From an optimization exercise on the open Yosys and OpenROAD flow, aimed at small area, a short achievable clock period and few clock cycles per item; shortcuts taken in it are not production practice. At most, simulation tests tie the RTL to the original design; equivalence was not proved.

## Practica_1
module Practica_1
#(
	parameter NBits = 8,
	parameter N2Bits = NBits*2,
	parameter K = 8,	 
	parameter SW = (K <= 7) ? 15 : 16	 
)
(
	input clk,
	input reset,
	input start,
	input [NBits-1:0] multiplier,
	input [NBits-1:0] multiplicand,
	output [6:0]uni_Seg_out,
	output [6:0]dec_Seg_out,
	output [6:0]cen_Seg_out,
	output [6:0]thou_Seg_out,
	output [6:0]thou2_Seg_out,
	output [6:0]sign_Seg_out,
	output ready
);
wire [14:0] prod;
wire [SW-1:0] bcd_state;
wire minus;
Seq_Multiplier SM1 (.multiplier(multiplier), .multiplicand(multiplicand), .product(prod), .signBit(minus));
BCD_Head #(K) BH1 (.bits_in(prod), .state(bcd_state));
logic [SW-1:0] state_q;
logic minus_q;
logic ready_q;
always_ff @(posedge clk) begin
	state_q <= bcd_state;
	minus_q <= minus;
end
always_ff @(posedge clk, negedge reset) begin
	if (!reset) ready_q <= 1'b0;
	else ready_q <= start;
end
wire [3:0] uni, dec, cen, thou, thou2;
BCD_16Bit #(K) BCD1 (.state(state_q), .uni(uni), .dec(dec), .cen(cen), .thou(thou), .thou2(thou2));
SegmentDisplay SD0 (.value(uni),   .Seg_Result(uni_Seg_out));
SegmentDisplay SD1 (.value(dec),   .Seg_Result(dec_Seg_out));
SegmentDisplay SD2 (.value(cen),   .Seg_Result(cen_Seg_out));
SegmentDisplay SD3 (.value(thou),  .Seg_Result(thou_Seg_out));
  ...
Size in the first run: about 940 cells after synthesis, roughly 18 flip-flops, ~4900 sq um of cells after synthesis.
Settings: LEC_CHECK=0, ABC_AREA=1, CAP_MARGIN=20, CORE_MARGIN=2, CORE_UTILIZATION=40, SLEW_MARGIN=20; clock period 12.0 ns.
standard.sh (not shown) runs the stock make flow with config.mk's settings and CLKGATE_MAP_FILE= SYNTH_SCRIPT=/design/flow/synth_recipe.tcl, a recipe that flattens the netlist after the stock synthesis.
==> flow/flow/run.sh <==
#!/bin/bash
# The standard layout (standard.sh) with two changes:
#  - synthesis runs flow/my_synth.tcl: the standard flow's synthesis script, except that
#    ABC maps the logic with flow/abc_custom.script and extract_fa is set by
#    flow/fa_mode ("none": adders are left to ABC as plain logic);
#  - port buffers are sky130_fd_sc_hd__buf_1 cells.
# make's output goes to flow_make.log here; each tool's full log is in orfs/logs.
set -euo pipefail
bash standard.sh "SYNTH_SCRIPT=$PWD/flow/my_synth.tcl" \
  "BUFFER_PORTS_ARGS=-buffer_cell sky130_fd_sc_hd__buf_1" finish > flow_make.log 2>&1
==> flow/flow/abc_custom.script <==
strash
dch
map -D 3500
topo
stime -c
buffer -c
upsize -c
dnsize -c
==> flow/flow/fa_mode <==
none
==> flow/flow/my_synth.tcl <==
# The standard synthesis (synth_recipe.tcl) with two changes to how the
# combinational logic is mapped; registers, their names and cell types come
# from the same steps as the standard synthesis:
#  - the ABC call uses abc_custom.script (next to this file) instead of ORFS's
#    abc_area/abc_speed script;
#  - extract_fa runs with the options in fa_mode next to this file (default
#    -fa, full adders only); "none" skips it, leaving adders to ABC.
set ::custom_dir [file dirname [file normalize [info script]]]
set ::custom_abc_script [file join $::custom_dir abc_custom.script]
set ::custom_fa_mode -fa
if {[file exists [file join $::custom_dir fa_mode]]} {
  set f [open [file join $::custom_dir fa_mode]]; set ::custom_fa_mode [string trim [read $f]]; close $f
}
proc abc {args} {
  set i [lsearch -exact $args -script]
  if {$i >= 0} { lset args [expr {$i + 1}] $::custom_abc_script }
  puts "custom abc: $args"
  yosys abc {*}$args
}
proc extract_fa {args} {
  puts "custom extract_fa: $::custom_fa_mode $args"
  if {$::custom_fa_mode ne "none"} { yosys extract_fa {*}$::custom_fa_mode {*}$args }
}
proc synth {args} { yosys synth -nofsm -noshare {*}$args }
source $::env(SCRIPTS_DIR)/synth.tcl
# left out here: clear keep_hierarchy, flatten, clean up, hide names made inside functions, write 1_2_yosys.v
The starting point produced a clean layout.
Testbench counts at the start, summed over its fixed seeds: cycles 16,000, items 8,000.
Rerun with:
==> flow/flow/run.sh (replaced) <==
#!/bin/bash
# The standard layout (standard.sh), with two changes:
#  - synthesis maps logic with flow/abc_custom.script (see flow/my_synth.tcl);
#  - port buffers are sky130_fd_sc_hd__buf_2 cells.
# make's output goes to flow_make.log here; each tool's full log is under orfs/logs.
set -euo pipefail
bash standard.sh "SYNTH_SCRIPT=$PWD/flow/my_synth.tcl" \
  "BUFFER_PORTS_ARGS=-buffer_cell sky130_fd_sc_hd__buf_2" finish > flow_make.log 2>&1
--- a/flow/flow/my_synth.tcl
+++ b/flow/flow/my_synth.tcl
@@ -4,6 +4,6 @@
 #  - the ABC call uses abc_custom.script (next to this file) instead of ORFS's
 #    abc_area/abc_speed script;
-#  - extract_fa runs with the options in fa_mode next to this file (default
-#    -fa, full adders only); "none" skips it, leaving adders to ABC.
+#  - extract_fa only extracts full adders (no half adders), so that XOR/AND
+#    pairs are left to ABC.
 set ::custom_dir [file dirname [file normalize [info script]]]
 set ::custom_abc_script [file join $::custom_dir abc_custom.script]
--- a/flow/config.mk
+++ b/flow/config.mk
@@ -9,4 +9,6 @@
 export CAP_MARGIN = 20
 export CORE_MARGIN = 2
-export CORE_UTILIZATION = 40
+export CORE_UTILIZATION = 65
+export CTS_BUF_LIST = sky130_fd_sc_hd__clkbuf_8
+export PLACE_DENSITY = 0.75
 export SLEW_MARGIN = 20
=> Synthesized area stays the same; setup slack gains 210 ps; hold slack is better by 6.4 ps; utilization increases by 28 points; sequential share of layout area is about the same; final area decreases slightly; clock-buffer cell count is unchanged; global-route usage rises by 14 points.
Rerun with:
==> flow/flow/run.sh (replaced) <==
#!/bin/bash
# The standard layout (standard.sh) with two changes:
#  - synthesis runs flow/my_synth.tcl: the standard flow's synthesis script, except that
#    ABC maps the logic with flow/abc_custom.script and extract_fa is set by
#    flow/fa_mode ("none": adders are left to ABC as plain logic);
#  - port buffers are sky130_fd_sc_hd__buf_2 cells.
# make's output goes to flow_make.log here; each tool's full log is in orfs/logs.
set -euo pipefail
bash standard.sh "SYNTH_SCRIPT=$PWD/flow/my_synth.tcl" \
  "BUFFER_PORTS_ARGS=-buffer_cell sky130_fd_sc_hd__buf_2" finish > flow_make.log 2>&1
==> flow/flow/abc_custom.script (replaced) <==
strash
dch
map -D 4000
topo
stime -c
buffer -c
upsize -c
dnsize -c
--- a/flow/flow/my_synth.tcl
+++ b/flow/flow/my_synth.tcl
@@ -4,6 +4,6 @@
 #  - the ABC call uses abc_custom.script (next to this file) instead of ORFS's
 #    abc_area/abc_speed script;
-#  - extract_fa only extracts full adders (no half adders), so that XOR/AND
-#    pairs are left to ABC.
+#  - extract_fa runs with the options in fa_mode next to this file (default
+#    -fa, full adders only); "none" skips it, leaving adders to ABC.
 set ::custom_dir [file dirname [file normalize [info script]]]
 set ::custom_abc_script [file join $::custom_dir abc_custom.script]
--- a/flow/config.mk
+++ b/flow/config.mk
@@ -9,6 +9,4 @@
 export CAP_MARGIN = 20
 export CORE_MARGIN = 2
-export CORE_UTILIZATION = 65
-export CTS_BUF_LIST = sky130_fd_sc_hd__clkbuf_8
-export PLACE_DENSITY = 0.75
+export CORE_UTILIZATION = 40
 export SLEW_MARGIN = 20
After rerunning: Synthesized cell count is about the same. Design area goes up by about 0.45%. Non-clock buffer count does not change. Core utilization goes down by 28 points. Die area goes up by about 60%. Setup slack improved by 79 ps.
Rerun with:
==> flow/flow/abc_custom.script (replaced) <==
strash
dch
map -D 3500
topo
stime -c
buffer -c
upsize -c
dnsize -c
--- a/flow/config.mk
+++ b/flow/config.mk
@@ -9,4 +9,4 @@
 export CAP_MARGIN = 20
 export CORE_MARGIN = 2
-export CORE_UTILIZATION = 40
+export CORE_UTILIZATION = 55
 export SLEW_MARGIN = 20
Wire length is higher by 5.2%.
Worst hold slack loses 24 ps.
First-iteration DRC count drops by about 18%.

== lagoon ==
Another version of the RTL of Practica_1 (not shown whole).
Size in the first run: ~920 cells after synthesis, roughly 62 I/O pins, about 0.0049 mm2 of cells after synthesis.
## Practica_1
module Practica_1
#(
	parameter NBits = 8,
	parameter N2Bits = NBits*2,
	parameter K = 7		 
)
(
	input clk,
	input reset,
	input start,
	input [NBits-1:0] multiplier,
	input [NBits-1:0] multiplicand,
	output [6:0]uni_Seg_out,
	output [6:0]dec_Seg_out,
	output [6:0]cen_Seg_out,
	output [6:0]thou_Seg_out,
	output [6:0]thou2_Seg_out,
	output [6:0]sign_Seg_out,
	output ready
);
Settings: LEC_CHECK=0, ABC_AREA=1, CAP_MARGIN=20, CORE_MARGIN=2, CORE_UTILIZATION=40, SLEW_MARGIN=20; clock period 12.0 ns.
==> flow/flow/run.sh <==
#!/bin/bash
# The standard layout (standard.sh), with two changes:
#  - synthesis maps logic with flow/abc_custom.script (see flow/my_synth.tcl);
#  - port buffers are sky130_fd_sc_hd__buf_2 cells.
# make's output goes to flow_make.log here; each tool's full log is under orfs/logs.
set -euo pipefail
bash standard.sh SETUP_SLACK_MARGIN=6.0 TNS_END_PERCENT=0 "SYNTH_SCRIPT=$PWD/flow/my_synth.tcl" \
  "BUFFER_PORTS_ARGS=-buffer_cell sky130_fd_sc_hd__buf_2" finish > flow_make.log 2>&1
==> flow/flow/abc_custom.script <==
strash
dch
map -D 3500
topo
stime -c
buffer -c
upsize -c
dnsize -c
==> flow/flow/my_synth.tcl <==
# The standard synthesis (synth_recipe.tcl) with two changes to how the
# combinational logic is mapped; registers, their names and cell types come
# from the same steps as the standard synthesis:
#  - the ABC call uses abc_custom.script (next to this file) instead of ORFS's
#    abc_area/abc_speed script;
#  - extract_fa only extracts full adders (no half adders), so that XOR/AND
#    pairs are left to ABC.
set ::custom_dir [file dirname [file normalize [info script]]]
set ::custom_abc_script [file join $::custom_dir abc_custom.script]
set ::custom_fa_mode -fa
if {[file exists [file join $::custom_dir fa_mode]]} {
  set f [open [file join $::custom_dir fa_mode]]; set ::custom_fa_mode [string trim [read $f]]; close $f
}
proc abc {args} {
  set i [lsearch -exact $args -script]
  if {$i >= 0} { lset args [expr {$i + 1}] $::custom_abc_script }
  puts "custom abc: $args"
  yosys abc {*}$args
}
proc extract_fa {args} {
  puts "custom extract_fa: $::custom_fa_mode $args"
  if {$::custom_fa_mode ne "none"} { yosys extract_fa {*}$::custom_fa_mode {*}$args }
}
proc synth {args} { yosys synth -nofsm -noshare {*}$args }
source $::env(SCRIPTS_DIR)/synth.tcl
# left out here: clear keep_hierarchy, flatten, clean up, hide names made inside functions, write 1_2_yosys.v
Scripts as last shown in full above: flow/flow/fa_mode
Per the final summary, lagoon finished and its layout is clean on timing, DRC and antenna.
Edits applied to the flow inputs when going from lagoon to harbor:
-- flow/flow/run.sh --
<<< lagoon, line 6
set -euo pipefail
bash standard.sh SETUP_SLACK_MARGIN=6.0 TNS_END_PERCENT=0 "SYNTH_SCRIPT=$PWD/flow/my_synth.tcl" \
  "BUFFER_PORTS_ARGS=-buffer_cell sky130_fd_sc_hd__buf_2" finish > flow_make.log 2>&1
>>> harbor, line 6
set -euo pipefail
bash standard.sh "SYNTH_SCRIPT=$PWD/flow/my_synth.tcl" \
  "BUFFER_PORTS_ARGS=-buffer_cell sky130_fd_sc_hd__buf_2" finish > flow_make.log 2>&1
Notes after the runs:
- met2 routed wirelength shrinks by more than 10% when moving from lagoon to harbor.
- Between lagoon and harbor, met2 routing resource usage after global routing decreased.
- As far as height of the chip goes, harbor and lagoon are indistinguishable; the numbers are identical.
- lagoon finished all stages; the layout is clean.
- harbor finished all stages; the layout is clean.
- [compare] base=lagoon new=harbor: minimum clock period after layout went up by 400 ps, smallest setup slack after layout decreased by 400 ps relative to the old numbers.
- Utilization: harbor vs lagoon down 9.1 points
- Fmax: harbor below lagoon
### harbor -> violet
-- flow/flow/run.sh --
<<< harbor, line 6
set -euo pipefail
bash standard.sh "SYNTH_SCRIPT=$PWD/flow/my_synth.tcl" \
  "BUFFER_PORTS_ARGS=-buffer_cell sky130_fd_sc_hd__buf_2" finish > flow_make.log 2>&1
>>> violet, line 6
set -euo pipefail
bash standard.sh SETUP_SLACK_MARGIN=6.5 TNS_END_PERCENT=0 "SYNTH_SCRIPT=$PWD/flow/my_synth.tcl" \
  "BUFFER_PORTS_ARGS=-buffer_cell sky130_fd_sc_hd__buf_2" finish > flow_make.log 2>&1
Findings:
When the final numbers for violet and harbor were put side by side, the routed wire length on met2 turned out to be smaller in harbor.
Re wire length: harbor was lower than violet.
Going from harbor to violet, final critical-path setup slack grows by 450 ps.
harbor reports its destination of the critical timing path as thou_Seg_out[6] while violet reports cen_Seg_out[0].
In the flow results for violet and harbor, the detailed-route wire length per cell is smaller on harbor.
Compared with harbor, violet degrades first-pass GRT wire length.
Function was not checked in any run of this note: the RTL went through the layout flow alone.

[what the ideal ports hide]
In the flow no input, the clock included, has a driving cell. The finished layouts below were timed again as built, in two steps. Step 1 (the two cells are an assumption about what drives the block):
set clk [get_ports {clk}]
set_driving_cell -lib_cell sky130_fd_sc_hd__clkbuf_16 $clk
set_driving_cell -lib_cell sky130_fd_sc_hd__buf_2 [delete_from_list [all_inputs] $clk]
Step 2 moves the port delays by t, midway between the first and last clock arrival at a register: inputs arrive t later, outputs are due t later. That takes back most of the time a late clock gives input paths. Three values: ideal ports, drivers, drivers and shift; two values: the first two.
run | t, ns | setup slack, ns | worst setup path after step 2 | slew at the worst register clock pin (ns)
the first run of note 1 | 0.284 | 4.859 / 4.866 / 4.581 | input to register | 0.05 / 0.05
the second run of note 1 | 0.275 | 5.072 / 5.072 / 4.797 | input to register | 0.07 / 0.07
the third run of note 1 | 0.280 | 5.151 / 5.158 / 4.878 | input to register | 0.06 / 0.06
the fourth run of note 1 | 0.290 | 5.189 / 5.161 / 4.918 | input to register | 0.08 / 0.08
lagoon | 0.278 | 5.469 / 5.436 / 5.475 | input to register | 0.05 / 0.05
harbor | 0.280 | 5.064 / 5.033 / 5.244 | input to register | 0.05 / 0.05
violet | 0.287 | 5.510 / 5.476 / 5.411 | input to register | 0.06 / 0.06
After both steps setup and hold are still met in every run listed. The setup slack of the first run of note 1, which loses most, moves by +0.007 ns with the drivers and by -0.278 ns with both steps.
